This is an optimization exercise on Yosys and OpenROAD, whose aim is small area, a short achievable clock period and few clock cycles per item, not a production implementation. In this exercise RTL edits were held to simulation tests only and were not proved equivalent to the original.

==> onyx <==
==> flow/design.v (excerpt) <==
module BCDConvert(
    input           clk,
    input           rst,
    input           en,
    input   [11:0]  bin_d_in,
    output  [15:0]  bcd_d_out,
    output          rdy
    );
    wire [11:0] b = bin_d_in;
    reg         rdy_q;
    reg  [13:0] q;
    wire w1 = ((~b[11] & b[9]) | (b[11] & b[10] & ~b[9]));
    wire w2 = ((b[10] & (~b[11] | b[9])));
    wire w3 = ((b[11] & ~b[10] & ~b[9]));
    wire w4 = ((b[11] & (b[10] | b[9])));
    wire w5 = ((~w3 & ~w2 & b[8]) | (w2 & w1 & ~b[8]) | (w3 & ~b[8]));
    wire w6 = ((w1 & (~w2 | b[8])) | (w3 & ~b[8]));
    wire w7 = ((w2 & ~w1 & ~b[8]) | (w3 & b[8]));
    wire w8 = (w3 | (w2 & (w1 | b[8])));
    wire w9 = ((~w7 & ~w6 & b[7]) | (w6 & w5 & ~b[7]) | (w7 & ~b[7]));
    wire w10 = ((w5 & (~w6 | b[7])) | (w7 & ~b[7]));
    wire w11 = ((w6 & ~w5 & ~b[7]) | (w7 & b[7]));
    wire w12 = (w7 | (w6 & (w5 | b[7])));
    wire w13 = ((~w11 & ~w10 & b[6]) | (w10 & w9 & ~b[6]) | (w11 & ~b[6]));
    wire w14 = ((w9 & (~w10 | b[6])) | (w11 & ~b[6]));
    wire w15 = ((w10 & ~w9 & ~b[6]) | (w11 & b[6]));
    wire w16 = (w11 | (w10 & (w9 | b[6])));
    wire w17 = ((~w4 & w12) | (w4 & w8 & ~w12));
    wire w18 = ((w8 & (~w4 | w12)));
    wire w19 = ((w4 & ~w8 & ~w12));
    wire w20 = ((w4 & (w8 | w12)));
    wire w21 = ((~w15 & ~w14 & b[5]) | (w14 & w13 & ~b[5]) | (w15 & ~b[5]));
    wire w22 = ((w13 & (~w14 | b[5])) | (w15 & ~b[5]));
    wire w23 = ((w14 & ~w13 & ~b[5]) | (w15 & b[5]));
    wire w24 = (w15 | (w14 & (w13 | b[5])));
    wire w25 = ((~w19 & ~w18 & w16) | (w18 & w17 & ~w16) | (w19 & ~w16));
    wire w26 = ((w17 & (~w18 | w16)) | (w19 & ~w16));
    wire w27 = ((w18 & ~w17 & ~w16) | (w19 & w16));
    wire w28 = (w19 | (w18 & (w17 | w16)));
    wire w29 = ((~q[3] & ~q[2] & q[0]) | (q[2] & q[1] & ~q[0]) | (q[3] & ~q[0]));
    wire w30 = ((q[1] & (~q[2] | q[0])) | (q[3] & ~q[0]));
    wire w31 = ((q[2] & ~q[1] & ~q[0]) | (q[3] & q[0]));
    wire w32 = (q[3] | (q[2] & (q[1] | q[0])));
    wire w33 = ((~q[7] & ~q[6] & q[4]) | (q[6] & q[5] & ~q[4]) | (q[7] & ~q[4]));
    wire w34 = ((q[5] & (~q[6] | q[4])) | (q[7] & ~q[4]));
    wire w35 = ((q[6] & ~q[5] & ~q[4]) | (q[7] & q[4]));
    wire w36 = (q[7] | (q[6] & (q[5] | q[4])));
    wire w37 = ((~w31 & ~w30 & q[13]) | (w30 & w29 & ~q[13]) | (w31 & ~q[13]));
  ...
clock: 5.0 ns
lec_check: 0
abc_area: 1
cap_margin: 20
core_margin: 2
core_utilization: 40
slew_margin: 20
run.sh (not shown) runs the stock make flow with config.mk's settings and CLKGATE_MAP_FILE= SYNTH_SCRIPT=/design/flow/synth_recipe.tcl, a recipe that flattens the netlist after the stock synthesis.
==> violet (differences from onyx) <==
--- a/flow/config.mk
+++ b/flow/config.mk
@@ -6,5 +6,4 @@
 export NUM_CORES = 4
 export LEC_CHECK = 0
-export ABC_AREA = 1
 export CAP_MARGIN = 20
 export CORE_MARGIN = 2
==> umber (differences from onyx) <==
==> flow/flow/run.sh (new file) <==
#!/bin/bash
# Standard synthesis and layout; the only change is that the port buffers
# are the platform's smallest buffer (buf_1) instead of the default choice.
set -euo pipefail
bash standard.sh synth > synth.log 2>&1
bash standard.sh "BUFFER_PORTS_ARGS=-buffer_cell sky130_fd_sc_hd__buf_1" finish > layout.log 2>&1
==> flow/standard.sh (new file) <==
#!/bin/bash
# synth_recipe.tcl (not shown) runs the flow's synth.tcl, then flattens the netlist and writes it again
# the make line also repeats each setting of config.mk as NAME=value (left out here)
make -C /OpenROAD-flow-scripts/flow DESIGN_CONFIG=/design/flow/config.mk WORK_HOME=/design/flow/orfs CLKGATE_MAP_FILE= SYNTH_SCRIPT=/design/flow/synth_recipe.tcl "${@:-finish}"
removed: flow/run.sh
==> flow_metrics.tcl <==
set metrics [dict create \
    hp-start "bin_d_in[0]" \
    status "complete, no violations" \
    power_density_nw_per_um2 366 \
    crit_chain "inv_2 -> nand2_1 -> nand3_1 -> o21ai_0 -> nand2_1 -> nor2_2 -> nand2_1 -> nand2_1 -> inv_1 -> o22ai_1 -> clkdlybuf4s50_1" \
    path_common_cell "nand2_1" \
    start_util_pct 42.3 \
]
[end of results for onyx]
==> flow_metrics.tcl <==
set metrics [dict create \
    status "complete, no violations" \
    htreeDepth 1 \
    crit_chain "o21ai_1 -> and2_1 -> a2111oi_4 -> nor3_2 -> or4_1 -> o2111ai_1 -> o21a_1 -> clkdlybuf4s50_1" \
    start_util_pct 41.0 \
    fmax_mhz 234 \
    synth.top_cell.area_share_pct 12.4 \
    ant_nets 0 \
    power_density_nw_per_um2 281 \
    hp-start "bin_d_in[4]" \
    core_area_sq_um 5890 \
]
[end of results for violet]
==> flow_metrics.tcl <==
set metrics [dict create \
    power_density_nw_per_um2 361 \
    multi_input_area_sq_um 972 \
    yosysUniqueCellTypes 22 \
    path_common_cell "nand2_1" \
    status "complete, no violations" \
    start_util_pct 42.3 \
]
[end of results for umber]
Testbench counts of onyx, summed over its fixed seeds: cycles 3,200, items 1,600.
Testbench counts of violet, summed over its fixed seeds: cycles 3,200, items 1,600.
Testbench counts of umber, summed over its fixed seeds: cycles 3,200, items 1,600.

-- what the ideal ports hide --
Ports are ideal in the flow. The routed layouts listed here were re-timed in OpenROAD. Step 1 sets driving cells, clkbuf_16 on the clock port and buf_2 on the other inputs (assumed; they add their load-dependent delay and slew). Step 2, shift: input delay + t, output delay - t, t = (earliest + latest rising clock arrival at the registers) / 2. This alone moves slack from input paths to output paths. a / b / c = ideal ports / drivers / drivers and shift; a / b = the first two.
run | shift t [ns] | slack for setup (ns) | worst setup path after step 2 | worst data-port slew with drivers (ns) | pins driven straight from the clock port
onyx | 0.256 | 1.728 / 1.710 / 1.965 | register to output | 0.03 | 1
violet | 0.263 | 0.733 / 0.708 / 0.971 | register to output | 0.03 | 1
umber | 0.260 | 2.084 / 2.061 / 2.320 | register to output | 0.03 | 1
After both steps every run listed still meets setup and hold.
